Source: an optimization exercise on an open RTL-to-GDS flow (aim: small area). Production flows keep margins and buffers that such runs may drop.
For this run, only the layout was checked, not whether the RTL still works.

### run.sh
#!/bin/bash
# synth_recipe.tcl (not shown) runs the flow's synth.tcl, then flattens the netlist and writes it again
# the make line also repeats each setting of config.mk as NAME=value (left out here)
make -C /OpenROAD-flow-scripts/flow DESIGN_CONFIG=/design/flow/config.mk WORK_HOME=/design/flow/orfs CLKGATE_MAP_FILE= SYNTH_SCRIPT=/design/flow/synth_recipe.tcl finish
### config.mk
export PLATFORM = sky130hd
export DESIGN_NAME = top
export DESIGN_NICKNAME = top
export VERILOG_FILES = /design/flow/design.v
export SDC_FILE = /design/flow/constraint.sdc
export NUM_CORES = 4
export LEC_CHECK = 0
export CAP_MARGIN = 20
export CORE_MARGIN = 2
export CORE_UTILIZATION = 40
export SLEW_MARGIN = 20
export SYNTH_HIERARCHICAL = 1
export SYNTH_MINIMUM_KEEP_SIZE = 0
### constraint.sdc
create_clock -name core_clock -period 12.0 [get_ports {clk}]
set_input_delay 2.4000 -clock core_clock [delete_from_list [all_inputs] [get_ports {clk}]]
set_output_delay 2.4000 -clock core_clock [all_outputs]
set_load 0.01 [all_outputs]
### design.v
module full_adder(input a, b, cin, output sum, carry);
    assign sum   = a ^ b ^ cin;
    assign carry = (a & b) | (a & cin) | (b & cin);
endmodule
module truncated_adder_8bit (
    input  wire [8:0] t,
    input  wire [7:0] d,
    output wire [7:0] r
);
    wire [9:2] c;
    wire c1 = t[0] & d[0];
    assign c[2] = (t[1] & d[1]) | (t[1] & c1) | (d[1] & c1);
    full_adder fa2 (t[2], d[2], c[2], r[0], c[3]);
    full_adder fa3 (t[3], d[3], c[3], r[1], c[4]);
    full_adder fa4 (t[4], d[4], c[4], r[2], c[5]);
    full_adder fa5 (t[5], d[5], c[5], r[3], c[6]);
    full_adder fa6 (t[6], d[6], c[6], r[4], c[7]);
    full_adder fa7 (t[7], d[7], c[7], r[5], c[8]);
    full_adder fa8 (t[8], d[7], c[8], r[6], c[9]);
    assign r[7] = t[8] ^ d[7] ^ c[9];
endmodule
module truncated_multiplier_8bit (
    input  wire [7:0] a,
    input  wire [7:0] b,
    output wire [8:0] t
);
    wire h1 = (a[0] & b[1]) & (a[1] & b[0]);
    full_adder fa_s2 ((a[0] & b[2]), (a[1] & b[1]), (a[2] & b[0]), s2, c3);
    wire h4 = h1 & s2;
    full_adder fa_s5 ((a[0] & b[3]), (a[1] & b[2]), (a[2] & b[1]), s5, c6);
    full_adder fa_s7 ((a[3] & b[0]), c3, h4, s7, c8);
    wire h9 = s5 & s7;
    full_adder fa_s10 ((a[0] & b[4]), (a[1] & b[3]), (a[2] & b[2]), s10, c11);
    full_adder fa_s12 ((a[3] & b[1]), (a[4] & b[0]), c6, s12, c13);
    full_adder fa_s14 (c8, h9, s10, s14, c15);
    wire h16 = s12 & s14;
    full_adder fa_s17 ((a[0] & b[5]), (a[1] & b[4]), (a[2] & b[3]), s17, c18);
    full_adder fa_s19 ((a[3] & b[2]), (a[4] & b[1]), (a[5] & b[0]), s19, c20);
    full_adder fa_s21 (c11, c13, c15, s21, c22);
    full_adder fa_s23 (h16, s17, s19, s23, c24);
    wire h25 = s21 & s23;
    full_adder fa_s26 ((a[0] & b[6]), (a[1] & b[5]), (a[2] & b[4]), s26, c27);
    full_adder fa_s28 ((a[3] & b[3]), (a[4] & b[2]), (a[5] & b[1]), s28, c29);
    full_adder fa_s30 ((a[6] & b[0]), c18, c20, s30, c31);
    full_adder fa_s32 (c22, c24, h25, s32, c33);
    full_adder fa_s34 (s26, s28, s30, s34, c35);
    wire h36 = s32 & s34;
    full_adder fa_s37 ((a[1] & b[6]), (a[2] & b[5]), (a[3] & b[4]), s37, c38);
    full_adder fa_s39 ((a[4] & b[3]), (a[5] & b[2]), (a[6] & b[1]), s39, c40);
    full_adder fa_s41 (~(a[0] & b[7]), ~(a[7] & b[0]), c27, s41, c42);
    full_adder fa_s43 (c29, c31, c33, s43, c44);
    full_adder fa_s45 (c35, h36, s37, s45, c46);
    full_adder fa_s47 (s39, s41, s43, s47, c48);
    wire h49 = s45 & s47;
    full_adder fa_s50 ((a[2] & b[6]), (a[3] & b[5]), (a[4] & b[4]), s50, c51);
    full_adder fa_s52 ((a[5] & b[3]), (a[6] & b[2]), ~(a[1] & b[7]), s52, c53);
    full_adder fa_s54 (~(a[7] & b[1]), 1'b1, c38, s54, c55);
    full_adder fa_s56 (c40, c42, c44, s56, c57);
    full_adder fa_s58 (c46, c48, h49, s58, c59);
    full_adder fa_s60 (s50, s52, s54, s60, c61);
    full_adder fa_s62 (s56, s58, s60, s62, c63);
    full_adder fa_s64 ((a[3] & b[6]), (a[4] & b[5]), (a[5] & b[4]), s64, c65);
    full_adder fa_s66 ((a[6] & b[3]), ~(a[2] & b[7]), ~(a[7] & b[2]), s66, c67);
    full_adder fa_s68 (~b[1], ~b[0], c51, s68, c69);
    full_adder fa_s70 (c53, c55, c57, s70, c71);
    full_adder fa_s72 (c59, c61, c63, s72, c73);
    full_adder fa_s74 (s64, s66, s68, s74, c75);
    full_adder fa_s76 (s70, s72, s74, s76, c77);
    full_adder fa_s78 ((a[4] & b[6]), (a[5] & b[5]), (a[6] & b[4]), s78, c79);
    full_adder fa_s80 (~(a[3] & b[7]), ~(a[7] & b[3]), ~b[2], s80, c81);
    full_adder fa_s82 (c65, c67, c69, s82, c83);
    full_adder fa_s84 (c71, c73, c75, s84, c85);
    full_adder fa_s86 (c77, s78, s80, s86, c87);
    full_adder fa_s88 (s82, s84, s86, s88, c89);
    full_adder fa_s90 ((a[5] & b[6]), (a[6] & b[5]), ~(a[4] & b[7]), s90, c91);
    full_adder fa_s92 (~(a[7] & b[4]), ~b[3], c79, s92, c93);
    full_adder fa_s94 (c81, c83, c85, s94, c95);
    full_adder fa_s96 (c87, c89, s90, s96, c97);
    full_adder fa_s98 (s92, s94, s96, s98, c99);
    full_adder fa_s100 ((a[6] & b[6]), ~(a[5] & b[7]), ~(a[7] & b[5]), s100, c101);
    full_adder fa_s102 (~b[4], c91, c93, s102, c103);
    full_adder fa_s104 (c95, c97, c99, s104, c105);
    full_adder fa_s106 (s100, s102, s104, s106, c107);
    full_adder fa_s108 (~(a[6] & b[7]), ~(a[7] & b[6]), ~b[5], s108, c109);
    full_adder fa_s110 (c101, c103, c105, s110, c111);
    full_adder fa_s112 (c107, s108, s110, s112, c113);
    full_adder fa_s114 ((a[7] & b[7]), ~b[6], c109, s114, c115);
    full_adder fa_s116 (c111, c113, s114, s116, c117);
    full_adder fa_s118 (b[7], c115, c117, s118, c119);
    assign t[0] = s62;
    assign t[1] = s76;
    assign t[2] = s88;
    assign t[3] = s98;
    assign t[4] = s106;
    assign t[5] = s112;
    assign t[6] = s116;
    assign t[7] = s118;
    assign t[8] = 1'b1 ^ c119;
endmodule
module top (
    input  wire        clk,
    input  wire        rst,
    input  wire signed [7:0] din,
    output reg  signed [7:0] f1, f2, f3, f4
);
    reg [3:0] ph;
    reg [8:0] s0, s1, s2, s3;
    wire [8:0] tn;
    wire [7:0] rn;
    truncated_multiplier_8bit mul (.a(s3[7:0]), .b(din), .t(tn));
    truncated_adder_8bit      add (.t(s3), .d(din), .r(rn));
    always @(posedge clk or posedge rst) begin
        if (rst) begin
            ph <= 4'd12;
        end else begin
            case (ph)
                4'd11:   ph <= 4'd0;
                4'd13:   ph <= 4'd2;
                default: ph <= ph + 4'd1;
            endcase
        end
    end
    always @(posedge clk) begin
        case (ph[3:2])
            2'b01:   s0 <= tn;
            2'b10:   s0 <= {1'b0, rn};
            default: s0 <= {1'b0, din};
        endcase
        s1 <= s0;
        s2 <= s1;
        s3 <= s2;
    end
    always @(posedge clk or posedge rst) begin
        if (rst) begin
            f1 <= 8'd0; f2 <= 8'd0; f3 <= 8'd0; f4 <= 8'd0;
        end else begin
            if (ph == 4'd10) f1 <= s1[7:0];
            if (ph == 4'd11) f2 <= s1[7:0];
            if (ph == 4'd0)  f3 <= s1[7:0];
            if (ph == 4'd1)  f4 <= s1[7:0];
        end
    end
endmodule
==> run_results.csv <==
group,metric,value,unit
drt,vias_per_cell,4.75,
job,cap_violations,0,
worst_setup_path,cp.arrival,12.14,ns
sta,fmax,0.0838,GHz
layout,antenna_cells,0,
layout,layout.nets,443,
clocking,worstSkewPairLatency,0.35,ns
worst_setup_path,critPathMaxStageDelay,0.54,ns
sta,drv_slew,0,
logic_synthesis,synthTopCellsByCount,"63 x fa_1, 46 x and2_1, 36 x dfxtp_1, 34 x dfrtp_1, 24 x mux2_2",
floorplanning,dieArea,11300,sq um
global_route,grt_pass1_wl,13.7,mm
worst_setup_path,critical_path_class,"in -> reg",
layout,fill_cells,929,
logic_synthesis,ys_seq_area_frac,0.389,
place,io_buffers,41,
global_route,grt_pass1_vias,2708,
worst_setup_path,crit_path_end_kind,"flop",
worst_setup_path,crit_buf_inv,1,
floorplanning,start_util,0.408,
logic_synthesis,ys_ff_latch,72,
logic_synthesis,synthArstFlopShare,0.500,
drt,ant_nets,0,
worst_setup_path,critPathLaunchType,"input pin",
sta,holdWs,0.318,ns
worst_hold_path,min-delay-path-class,"reg -> reg",
floorplanning,fp.coreArea,10200,sq um
clocking,clkSinkCount,72,
layout,drive_gt1_frac,0.234,
worst_setup_path,startpoint,"din[1]",
clocking,cts-root-buf,"clkbuf_8",
logic_synthesis,synth_nets,395,
floorplanning,die_h,106,um
sta,fin_crit,11.93,ns
worst_setup_path,r2r-start,"s3[2]",
worst_setup_path,crit_fanout,2,
drt,first_iter_violations,88,
logic_synthesis,yosysUniqueCellTypes,28,
global_route,overflow,0,
place,dpl_cell_area,4760,sq um
sta,setup_viol_count_final,0,
clocking,cts_tree,"built",
drt,vias,2390,
sta,hold_viol_final,0,
floorplanning,io-pin-count,42,
logic_synthesis,post-synth-top-count-cell,"fa_1",
worst_setup_path,critPathTopFamily,"adder cells",
sta,worst_slew_pin_slew,0.578,ns
logic_synthesis,netlist_top_cells_area,"fa_1 30%, dfrtp_1 20%, dfxtp_1 17%",
drt,drtPass1Iterations,4,
clocking,h-tree-depth,3,
sta,maxSlewHeadroom,0.615,
clocking,postCtsSetupBuffers,0,
logic_synthesis,synth_area_leader_cell,"fa_1",
sta,rsz0062_at_grt,"yes",
sta,period_share,0.994,
logic_synthesis,synthCells,314,
layout,area_growth,18.2,%
clocking,cts_buffers,9,
global_route,antenna_found_initial,0,
worst_setup_path,critPathRequiredTime,12.22,ns
drt,avgRoutedWirePerCell,15.8,um
logic_synthesis,syn-cell-area,4180,sq um
logic_synthesis,synth_edf_count,0,
worst_setup_path,cp_slowest_cell,"fa_1",
global_route,grt_usage,0.161,
global_route,grt_max_degree,37,
sta,fin_skew,0.0172,ns
floorplanning,dieWidth,106,um
clocking,ctsHoldBuffers,0,
place,globalplace.congestion,0.813,
clocking,cts_max_path_buffers,2,
logic_synthesis,synth_top_area_share,0.302,
status,outcome,"timing/DRC/antenna clean",
worst_hold_path,worstHoldStart,"s2[1]",
place,place_hpwl,6.08,mm
drt,drcViolationCount,0,
logic_synthesis,ys_warn_count,119,
floorplanning,fp-row-count,37,
logic_synthesis,yosys_most_used_dff,"dfxtp_1",
worst_setup_path,cp_common_cell,"fa_1",
clocking,cts.clk_slew.worst_paths,0.08,ns
logic_synthesis,avgSynthCellArea,13.3,sq um
drt,drt-total-wl,7.94,mm
layout,design_area,4930,sq um
==> cells by family after synthesis <==
logic type / Yosys count / share of synthesized area
flip-flops: 72 / 0.389
adder cells (fa/ha/maj): 71 / 0.326
AND/OR/NAND/NOR: 89 / 0.121
multiplexers: 33 / 0.0959
AO/OA/AOI/OAI: 19 / 0.0279
other: 1 / 0.000898
buffers and inverters: 26 / 0.0330
XOR/XNOR: 3 / 0.00629
==> path summary, 6_finish.rpt <==
check | slack, ns | cells past startpoint | end
max | 0.07 | 29 | s0[7]
min | 0.32 | 0 | s3[1]
max reg2reg | 1.71 | 28 | s0[7]
min reg2reg | 0.32 | 0 | s3[1]
max in group asynchronous | 9.21 | 3 | ph[3]
min in group asynchronous | 2.44 | 3 | f1[7]
==> Yosys stat by module, one instance, submodules excluded <==
module                     flops+latches  times used  cell area (sq um)
full_adder                             0          63               20.0
truncated_multiplier_8bit              0           1                493
truncated_adder_8bit                   0           1               32.5
top                                   72           1               2390
==> state kept, by name (all words and copies together), names as in the netlist <==
register and flops:
ph 4, s2 9, f4 8, f2 8, s1 9, s3 9, s0 9, f1 8
f3 8
==> per-layer routing <==
layer  share of wire  GRT usage
met1            0.41      0.206
met2            0.53      0.274
met3           0.044     0.0380
met4           0.010     0.0423
met5               0          0
==> through the flow <==
step	worst slack, ns	TNS, ns	utilization	instances
finish	0.0716	0	0.482	503
floorplan	-0.103	-0.103	-	314
CTS	-0.0480	-0.0480	0.482	503
detailed placement	-0.711	-1.69	0.465	487
global route	-0.213	-0.213	0.482	503
global placement	-0.642	-1.45	0.465	487
==> area by class of cell <==
cell class | instances | area, sq um | share of cell area
Clock inverter | 6 | 42.5 | 0.00862
Inverter | 13 | 48.8 | 0.00989
Clock buffer | 10 | 128 | 0.0259
Multi-Input combinational cell | 216 | 2450 | 0.497
Sequential cell | 72 | 1620 | 0.329
Timing Repair Buffer | 50 | 469 | 0.0951
Tap cell | 136 | 170 | 0.0345
==> layout by cell type, fill, tap and decap left out, types with 2 or more instances in the layout <==
cell | netlist | routed
mux2_4 | 8 | 8
buf_4 | 8 | 9
fa_2 | 0 | 9
and2_1 | 46 | 40
and2_4 | 1 | 7
xnor2_1 | 3 | 3
nand2_1 | 18 | 18
mux2_2 | 24 | 24
fa_1 | 63 | 54
nand2_2 | 3 | 3
clkdlybuf4s50_1 | 0 | 38
nor2_1 | 12 | 12
dfrtp_1 | 34 | 34
buf_2 | 2 | 2
a22oi_1 | 8 | 8
clkbuf_8 | 0 | 9
dfstp_2 | 2 | 2
inv_1 | 13 | 13
ha_1 | 8 | 8
inv_4 | 0 | 2
dfxtp_1 | 36 | 36
and2_2 | 5 | 5
a21oi_1 | 10 | 10
==> what timing repair did <==
| item | in CTS | in global routing |
|---|---|---|
| setup endpoints to repair | 3 | 2 |
| resized for setup | 17 | 0 |
| endpoints found under the hold margin | 0 | 0 |
| pin swaps | 27 | 5 |

[port drivers added, routing unchanged]
In the flow no input, the clock included, has a driving cell. The finished layout below was timed again as built, in two steps. Step 1: set_driving_cell puts a clkbuf_16 on clk and a buf_2 on each other input, an assumption about the parent block. Step 2 adds t to the input delays and takes it off the output delays; t is the mean of the earliest and latest rising clock arrival at the registers after step 1. Input paths then give back, and output paths get back, about the clock's delay inside the block. Slacks: ideal ports / drivers / drivers and shift; pairs: ideal ports / drivers.
t, ns: 0.366
setup WS [ns]: 0.072 / 0.067 / -0.299
latest minus earliest clock arrival (ns): 0.019 / 0.019
Met with ideal ports but missed after step 2: setup timing in this run. For this run, drivers alone change the setup slack by -0.005 ns; drivers and shift together by -0.371 ns.
